This design comes from an exercise in tuning for small area, a short achievable clock period and few clock cycles on the open sky130 flow, not from production work. Only simulation tests tie the RTL to the original design; equivalence was not proved. No activity file was given, so power comes from the tool's default toggle rates.

### flow/config.mk
export PLATFORM = sky130hd
export DESIGN_NAME = ControladorRedimensionamento
export DESIGN_NICKNAME = ControladorRedimensionamento
export VERILOG_FILES = /design/flow/design.v
export SDC_FILE = /design/flow/constraint.sdc
export NUM_CORES = 4
export LEC_CHECK = 0
export CAP_MARGIN = 20
export CORE_MARGIN = 2
export CORE_UTILIZATION = 40
export SLEW_MARGIN = 20
### flow/constraint.sdc
create_clock -name core_clock -period 85.0 [get_ports {clk}]
set_input_delay 17.0000 -clock core_clock [delete_from_list [all_inputs] [get_ports {clk}]]
set_output_delay 17.0000 -clock core_clock [all_outputs]
set_load 0.01 [all_outputs]
### flow/design.v
module ControladorRedimensionamento #(
    parameter LARGURA_ORIG = 320,
    parameter ALTURA_ORIG  = 240,
    parameter MAX_LARGURA  = 640,
    parameter MAX_ALTURA   = 480
)(
    input  wire        clk,
    input  wire        rst,
    input  wire        start,
    input  wire [1:0]  algoritmo,
    input  wire [1:0]  zoom_select,
    input  wire [7:0]  pixel_in,
    input  wire [7:0]  red_pixel,
    input  wire [8:0]  janela_x_inicio,
    input  wire [7:0]  janela_y_inicio,
    input  wire [10:0] janela_largura,
    input  wire [9:0]  janela_altura,
    output reg  [16:0] rom_addr,
    output reg  [16:0] ram_addr,
    output reg  [7:0]  pixel_out,
    output reg         wren,
    output reg         done
);
    reg        st_r;
    reg [1:0]  p_alg, p_k;
    reg [8:0]  p_jx, p_w;
    reg [7:0]  p_jy, p_h;
    reg [7:0]  rp;
    always @(posedge clk) begin
        p_alg <= algoritmo;
        p_k   <= zoom_select;
        p_jx  <= janela_x_inicio;
        p_jy  <= janela_y_inicio;
        p_w   <= janela_largura[8:0];
        p_h   <= janela_altura[7:0];
        rp    <= red_pixel;
    end
    always @(posedge clk or posedge rst)
        if (rst) st_r <= 1'b0;
        else     st_r <= start;
    wire [1:0] k = p_k;
    wire [10:0] lax = {2'b00, p_w} << k;
    wire [9:0]  lay = {2'b00, p_h} << k;
    wire        cropx = lax > 11'd640;
    wire        cropy = lay > 10'd480;
    wire [10:0] lax_m = lax - 11'd640;
    wire [9:0]  lay_m = lay - 10'd480;
    wire [9:0]  offx = cropx ? lax_m[10:1] : 10'd0;
    wire [9:0]  offy = cropy ? {1'b0, lay_m[9:1]} : 10'd0;
    wire [9:0]  lfx  = cropx ? 10'd640 : lax[9:0];
    wire [9:0]  lfy  = cropy ? 10'd480 : lay;
    wire [9:0]  limx = offx + lfx;
    wire [9:0]  limy = offy + lfy;
    localparam S_IDLE = 2'd0, S_NR = 2'd1, S_DRAIN = 2'd2, S_DA = 2'd3;
    reg [1:0] estado;
    wire is_nr  = ~p_alg[0];           
    wire is_rep = ~p_alg[1];           
    wire is_avg = p_alg[1];            
    reg [9:0] r_xa, r_ya, r_xr, r_yr;
    reg       r_dx, r_dy, r_dj;
    reg [9:0] n_xa, n_ya, n_xr, n_yr;
    reg       n_dx, n_dy, n_dj;
    wire [9:0] c_xa = is_rep ? r_xa : n_xa;
    wire [9:0] c_ya = is_rep ? r_ya : n_ya;
    wire [9:0] c_xr = is_rep ? r_xr : n_xr;
    wire [9:0] c_yr = is_rep ? r_yr : n_yr;
    wire       c_dx = is_rep ? r_dx : n_dx;
    wire       c_dy = is_rep ? r_dy : n_dy;
    wire       c_dj = is_rep ? r_dj : n_dj;
    wire       s_dx = (c_xa >= offx) && (c_xa < limx);
    wire       s_dy = (c_ya >= offy) && (c_ya < limy);
    wire       s_dj = c_dx & c_dy;
    wire [9:0] s_xr = c_dj ? c_xa - offx : c_xr;
    wire [9:0] s_yr = c_dj ? c_ya - offy : c_yr;
    reg [9:0] gX, gY;
    reg [3:0] gJ;
    wire       j_last = is_rep ? (gJ == ((k == 2'd2) ? 4'd8 : 4'd2)) : 1'b1;
    wire [9:0] xlim   = is_rep ? {1'b0, p_w} - 10'd1 : lax[9:0] - 10'd1;
    wire [9:0] ylim   = is_rep ? {2'b00, p_h} - 10'd1 : lay - 10'd1;
    wire       x_last = (gX == xlim);
    wire       y_last = (gY == ylim);
    wire       g_last = j_last & x_last & y_last;
    wire [3:0] nJ = j_last ? 4'd0 : gJ + 4'd1;
    wire [9:0] nX = j_last ? (x_last ? 10'd0 : gX + 10'd1) : gX;
    wire [9:0] nY = (j_last & x_last) ? gY + 10'd1 : gY;
    reg [1:0] ox, oy;
    always @* begin
        if (k == 2'd2) begin
            ox = (gJ == 4'd0) ? 2'd0 : (gJ[0] ? 2'd1 : 2'd3);
            oy = (gJ == 4'd0) ? 2'd0 : ((gJ - 4'd1) >> 1);
        end else begin
            ox = (gJ == 4'd0) ? 2'd0 : 2'd1;
            oy = (gJ == 4'd2) ? 2'd1 : 2'd0;
        end
    end
    wire [9:0] ax = is_rep ? ((gX << k) | {8'd0, ox}) : gX;
    wire [9:0] ay = is_rep ? ((gY << k) | {8'd0, oy}) : gY;
    wire       g_init = (estado == S_IDLE);
    wire [9:0] nXs = g_init ? 10'd0 : nX;
    wire [9:0] nYs = g_init ? 10'd0 : nY;
    wire [9:0] sx  = is_rep ? nXs : (nXs >> k);
    wire [9:0] sy  = is_rep ? nYs : (nYs >> k);
    wire [9:0] xabs = {1'b0, p_jx} + sx;
    wire [9:0] yabs = {2'b00, p_jy} + sy;
    wire [16:0] rom_next = {yabs, 8'd0} + {yabs, 6'd0} + {7'd0, xabs};
    reg [7:0] bX, bY, wX, wY;
    reg [1:0] lX, lY;
    reg       rdone;
    reg       t1v, t1f, t1l, t2v, t2f, t2l, t3v, t3f, t3l;
    reg [11:0] acc;
    wire [1:0] smax   = (k == 2'd2) ? 2'd3 : 2'd1;
    wire       lx_last = ~is_avg | (lX == smax);
    wire       ly_last = ~is_avg | (lY == smax);
    wire [8:0] wsub = p_w - (is_avg ? ({7'd0, smax} + 9'd1) : 9'd1);
    wire [7:0] hsub = p_h - (is_avg ? ({6'd0, smax} + 8'd1) : 8'd1);
    wire [7:0] bxlim = wsub[8:0] >> k;
    wire [7:0] bylim = hsub >> k;
    wire       bx_last = (bX == bxlim);
    wire       by_last = (bY == bylim);
    wire       wx_last = (wX == bxlim);
    wire       r_first = (lX == 2'd0) && (lY == 2'd0);
    wire       r_lastb = lx_last & ly_last;
    wire       r_final = r_lastb & bx_last & by_last;
    wire [7:0] ldw  = p_w >> k;
    wire [9:0] yrow = ({2'b00, bY} << k) | {8'd0, lY};
    wire [9:0] xcol = ({2'b00, bX} << k) | {8'd0, lX};
    wire       slow   = p_h[7];
    wire       w_dec  = t3v & t3l;
    wire       r_ok   = ~rdone & ~(slow & (t1l | t2l));
    wire       w_lastop = rdone & ~t1v & ~t2v;
    wire [11:0] sum   = (t3f ? 12'd0 : acc) + {4'd0, rp};
    wire [7:0]  avg   = (k == 2'd2) ? sum[11:4] : sum[9:2];
    wire       da_w  = (estado == S_DA) & w_dec;
    wire [9:0] mul_a = (estado == S_DA) ? (w_dec ? {2'b00, wY} : yrow) : c_yr;
    wire [9:0] mul_b = da_w ? {2'b00, ldw} : lfx;
    wire [9:0] mul_c = (estado == S_DA) ? (w_dec ? {2'b00, wX} : xcol) : c_xr;
    wire [19:0] prod  = mul_a * mul_b;
    wire [16:0] maddr = prod[16:0] + {7'd0, mul_c};
    reg [16:0] dA;
    reg        dW;
    always @(posedge clk or posedge rst) begin
        if (rst) begin
            estado <= S_IDLE;
            done <= 1'b0;
            wren <= 1'b0;
            dW <= 1'b0;
            r_xa <= 0; r_ya <= 0; r_xr <= 0; r_yr <= 0;
            r_dx <= 0; r_dy <= 0; r_dj <= 0;
            n_xa <= 0; n_ya <= 0; n_xr <= 0; n_yr <= 0;
            n_dx <= 0; n_dy <= 0; n_dj <= 0;
            t1v <= 0; t2v <= 0; t3v <= 0;
            t1l <= 0; t2l <= 0; t3l <= 0;
        end else begin
            done <= 1'b0;
            case (estado)
                S_IDLE: begin
                    wren <= 1'b0;
                    dW <= 1'b0;
                    t1v <= 0; t2v <= 0; t3v <= 0;
                    t1l <= 0; t2l <= 0; t3l <= 0;
                    if (st_r) begin
                        if (is_nr) begin
                            estado <= S_NR;
                        end else if (k == 2'd0) begin
                            done <= 1'b1;           
                        end else begin
                            estado <= S_DA;
                        end
                    end
                end
                S_NR: begin
                    dW <= c_dj;
                    dA <= maddr;
                    if (is_rep) begin
                        r_xa <= ax; r_ya <= ay;
                        r_dx <= s_dx; r_dy <= s_dy; r_dj <= s_dj;
                        r_xr <= s_xr; r_yr <= s_yr;
                    end else begin
                        n_xa <= ax; n_ya <= ay;
                        n_dx <= s_dx; n_dy <= s_dy; n_dj <= s_dj;
                        n_xr <= s_xr; n_yr <= s_yr;
                    end
                    wren <= dW;
                    if (g_last) estado <= S_DRAIN;
                end
                S_DRAIN: begin
                    dW <= 1'b0;
                    wren <= dW;
                    done <= 1'b1;
                    estado <= S_IDLE;
                end
                S_DA: begin
                    t2v <= t1v; t2l <= t1l;
                    t3v <= t2v; t3l <= t2l;
                    if (w_dec) begin
                        wren <= 1'b1;
                        t1v <= 1'b0; t1l <= 1'b0;
                        if (w_lastop) begin
                            done <= 1'b1;
                            estado <= S_IDLE;
                        end
                    end else if (r_ok) begin
                        wren <= 1'b0;
                        t1v <= 1'b1; t1l <= r_lastb;
                    end else begin
                        wren <= 1'b0;
                        t1v <= 1'b0; t1l <= 1'b0;
                    end
                end
            endcase
        end
    end
    always @(posedge clk) begin
        case (estado)
            S_IDLE: begin
                gX <= 10'd0; gY <= 10'd0; gJ <= 4'd0;
                rom_addr <= rom_next;
                bX <= 0; bY <= 0; lX <= 0; lY <= 0;
                wX <= 0; wY <= 0;
                rdone <= 1'b0;
            end
            S_NR: begin
                gX <= nX; gY <= nY; gJ <= nJ;
                rom_addr <= rom_next;
                ram_addr <= dA;
                pixel_out <= pixel_in;
            end
            S_DRAIN: begin
                ram_addr <= dA;
                pixel_out <= pixel_in;
            end
            S_DA: begin
                t2f <= t1f; t3f <= t2f;
                if (t3v) acc <= sum;
                if (w_dec) begin
                    ram_addr <= maddr;
                    pixel_out <= is_avg ? avg : rp;
                    if (wx_last) begin wX <= 0; wY <= wY + 8'd1; end
                    else wX <= wX + 8'd1;
                end else if (r_ok) begin
                    ram_addr <= maddr;
                    t1f <= r_first;
                    if (r_final) rdone <= 1'b1;
                    if (!lx_last) lX <= lX + 2'd1;
                    else begin
                        lX <= 2'd0;
                        if (!ly_last) lY <= lY + 2'd1;
                        else begin
                            lY <= 2'd0;
                            if (bx_last) begin bX <= 0; bY <= bY + 8'd1; end
                            else bX <= bX + 8'd1;
                        end
                    end
                end
            end
        endcase
    end
endmodule
### flow/run.sh
#!/bin/bash
# synth_recipe.tcl (not shown) runs the flow's synth.tcl, then flattens the netlist and writes it again
# the make line also repeats each setting of config.mk as NAME=value (left out here)
make -C /OpenROAD-flow-scripts/flow DESIGN_CONFIG=/design/flow/config.mk WORK_HOME=/design/flow/orfs CLKGATE_MAP_FILE= SYNTH_SCRIPT=/design/flow/synth_recipe.tcl finish
==> reports/results.txt <==
The number of global-route vias before repair came out at 18189. For this design the static power due to leakage is 0.0110 µW. The tools report the setup skew after layout as 0.0250 ns. The critical path goes through clkdlybuf4s50_1. The worst setup path is launched from a flop. The logic depth of the worst register-to-register path was 35; the count of mapped cells out of synthesis was 2490.

The number of clock buffers added by TritonCTS is 35. For this run, the register share of the synthesized area comes to 32.3%. The largest fanout of any net on the critical path was 1.

The run gives 0.0595 mm² as the total die area. For the hold-fix buffer count after cts, the log shows 0. For this block, the routed nets add up to 62400 µm of wire. After global routing the overflow that remains totals 0. Setup TNS: 0 ns. The path class of the tightest hold or removal check is flop to flop.

The area growth from synthesis to layout is 12.2%. The run gives 30.7% as the relative slew slack. The flow ran to the end and the layout has no timing, DRC or antenna violations. The layout cell share with drive strength beyond 1 is 8.55%.

The run gives 0 as the number of nets still failing antenna checks after routing. Startpoint-to-endpoint class of the critical path: flop to output port. Element type at the critical path end: an output port. The clock net in this run drives a total of 279 sinks. The number of flops mapped to enable cells by yosys was 135; the power density over the cells was 36.8 mW/mm². Buffers added to address setup during post-CTS repair amount to 0. The critical path buffer and inverter count is 1. TritonCTS built the clock tree. In the layout the commonest cells are 305 x nand2_1, 192 x nor2_1, 179 x inv_1.

Once detailed placement completed, the half-perimeter wirelength came to 46500 µm. A synthesized cell averages 9.24 µm². The later pin in the worst-skew pair is clocked with a latency of 0.56 ns. Pin placement for this block handled 105 I/O pins. The fraction of registers with async set or reset after synthesis was 35.1%. In the post-route analysis, the smallest setup slack over all paths is 66.58 ns. The buffer type at the clock tree root is clkbuf_16. The number of antenna violations at the first check in global routing was 0. The clock slew seen by the registers of the worst setup and hold paths came out at 0.06 ns. Among all flip-flop cells after synthesis, the most frequent one is edfxtp_1. Data arrives at the worst endpoint at 1.42 ns. The tools report the via count of the routed design as 18253. The cell area that synthesis handed to floorplanning was 0.0230 mm².

The total of warnings raised by yosys was 1; the number of inserted diodes was 0. The worst path in the final design needs a cycle of 18.42 ns, including I/O delays and setup. The largest net degree at the start of global routing is 62. The kind of cell with the highest combined delay along the critical path is buffers and inverters.

The run gives 0 as the number of remaining DRC errors. Counting flops and latches in the post-synthesis netlist gives 279. CTS built an H-tree with a depth of 2. Worst-path cell with the longest stage delay: clkdlybuf4s50_1. Setup repair after global routing left no endpoint under its margin. Count of cell instances traversed by the critical path: 1.

The worst hold path was traced through 0 stages. The first routing iteration left 1195 violations. Worst-margin pin slew: 1.01 ns.

Prior to clock tree synthesis, the placed netlist has a worst setup slack of 66.26 ns. In this run the deepest clock path goes through 3 buffers. The count of buffers added on input and output ports is 100. For this run, the top clock speed supported by timing is 0.0543 GHz. The number of rows created at floorplan was 87; the critical path's largest stage delay was 0.53 ns. At the worst endpoint, the required time is 68.00 ns. The first TritonRoute pass finished after 5 iterations. Post-detailed-route wirelength per cell: 18.9 µm. At the end of routability-driven placement, the weighted congestion stood at 0.880. The first-pass GRT wire length is 100000 µm, and the number of max-slew violations in the final report is 0. The final cycle utilization of the critical path was 21.7%. Once the floorplan was initialized, standard cells occupied 40.6% of the core.

The library cell used most frequently in the layout, excluding fill and tap cells, is nand2_1. Gates resized during post-CTS repair numbered 0. The floorplan step set the die height to 244 µm. The width of the die came out at 244 µm.

The final design utilization came out at 45.6%. The tools report the final hold violation count as 0. VDD sags by at most 0.0000483 V.

After detailed routing, the number of vias per cell comes to 5.52. Number of setup violations in the final report: 0. Across the run, the number of max-cap violations was 0. The global-route total usage across every layer came out at 21.1%. Count of cell types in the netlist: 97.

The area of the placeable core is 0.0566 mm², and the layout net count is 2829. When the netlist entered floorplanning its net count stood at 2797.
## synth_stat cells (all sizes together), types with 11 or more instances
| cell type | instances | share of area, % |
|---|---|---|
| clkbuf | 81 | 1.3 |
| or2 | 12 | 0.33 |
| o22ai | 22 | 0.60 |
| a211oi | 18 | 0.59 |
| mux2 | 70 | 3.4 |
| nor2b | 55 | 1.5 |
| mux2i | 73 | 3.2 |
| dfrtp | 98 | 11 |
| fa | 82 | 7.1 |
| a21oi | 119 | 2.6 |
| buf | 51 | 1.1 |
| a21boi | 18 | 0.59 |
| nand2 | 307 | 5.0 |
| nor4 | 11 | 0.42 |
| and3 | 25 | 0.68 |
| or3 | 13 | 0.35 |
| o21a | 17 | 0.55 |
| nand3 | 59 | 1.3 |
| mux4 | 20 | 2.0 |
| nor3 | 29 | 0.65 |
| edfxtp | 135 | 18 |
| xnor2 | 113 | 4.3 |
| inv | 182 | 3.0 |
| and2 | 24 | 0.65 |
| nor2 | 193 | 3.2 |
| a31oi | 12 | 0.33 |
| nand2b | 30 | 0.82 |
| ha | 164 | 8.9 |
| xor2 | 64 | 2.4 |
| o21bai | 18 | 0.59 |
| dfxtp | 46 | 4.0 |
| o211ai | 15 | 0.49 |
| o21ai | 148 | 3.3 |
| a21o | 28 | 0.91 |
## sequential cells by signal, indices dropped and copies added (netlist names), 12 cells and up
name,cells
acc,12
dA,17
ram_addr,17
rom_addr,17
## per-stage QoR
stage	instance area (µm²)	total power (µW)	hold slack (ns)	cells
floorplan	23000	650	0.400	2490
global route	25800	1030	0.417	3305
finish	25800	950	0.419	3305
CTS	25800	955	0.417	3305
global placement	24600	786	0.401	3241
detailed placement	24600	799	0.417	3241
## cell families (layout without fill, tap and decap cells)
logic type	Yosys count	in the layout	synth area share, %
AOI/OAI and AO/OA	514	514	14.7
xor gates and xnor gates	179	179	6.93
adders and majority gates	246	246	16.1
buffers and inverters	315	374	5.43
DFF	279	279	32.3
muxes	163	163	8.65
other	2	2	0.0326
and+or+nand+nor	792	792	16.0
## metal layers
layer  up-vias  GRT usage [%]  part of all wire (%)
met5         -              0                     0
met4         0           6.01                   2.5
met3        90           2.45                   4.9
met2       468           35.5                    47
met1      8938           28.6                    46
li1       8757              -                     -
## power by group
group / switching [µW] / total (µW) / internal (µW)
Sequential: 45.4 / 267 / 221
Combinational: 307 / 533 / 226
Clock: 61.7 / 151 / 89.1
Total: 414 / 950 / 536
## layout make-up
| class | count | area (µm²) |
|---|---|---|
| Fill cell | 5410 | 30800 |
| Timing Repair Buffer | 127 | 1200 |
| Tap cell | 756 | 946 |
| Sequential cell | 279 | 7440 |
| Inverter | 183 | 689 |
| Clock buffer | 49 | 1000 |
| Multi-Input combinational cell | 1896 | 14400 |
| Clock inverter | 15 | 159 |
## worst paths after layout
| kind | end | slack [ns] | startpoint |
|---|---|---|---|
| min in group asynchronous | t3v | 16.94 | rst |
| setup / recovery | rom_addr[0] | 66.58 | rom_addr[0] |
| max in group asynchronous | n_ya[9] | 66.89 | rst |
| hold / removal | t3f | 0.42 | t2f |
| hold reg to reg | t3f | 0.42 | t2f |
| setup reg to reg | rom_addr[16] | 75.57 | p_k[1] |
Testbench counts, summed over its fixed seeds: cycles 327,894.

separate check: timing with driven ports:
Ports are ideal in the flow. The routed layout listed here was re-timed in OpenROAD. Step 1 assumes that a clkbuf_16 drives the clock port and a buf_2 every other input. Step 2, shift: input delay + t, output delay - t, t = (earliest + latest rising clock arrival at the registers) / 2. This alone moves slack from input paths to output paths. a / b / c = no drivers / after step 1 / after step 2; a / b = the first two.
t (ns): 0.600
slack for setup (ns): 66.577 / 66.520 / 66.322
slew at the worst register clock pin (ns): 0.06 / 0.06
worst data-port slew with drivers (ns): 0.04
cell pins on the clock port's net: 1
After both steps setup and hold are still met in this run. The setup slack of this run moves by -0.057 ns with the drivers and by -0.255 ns with both steps. The worst setup slack also covers recovery checks on asynchronous resets.
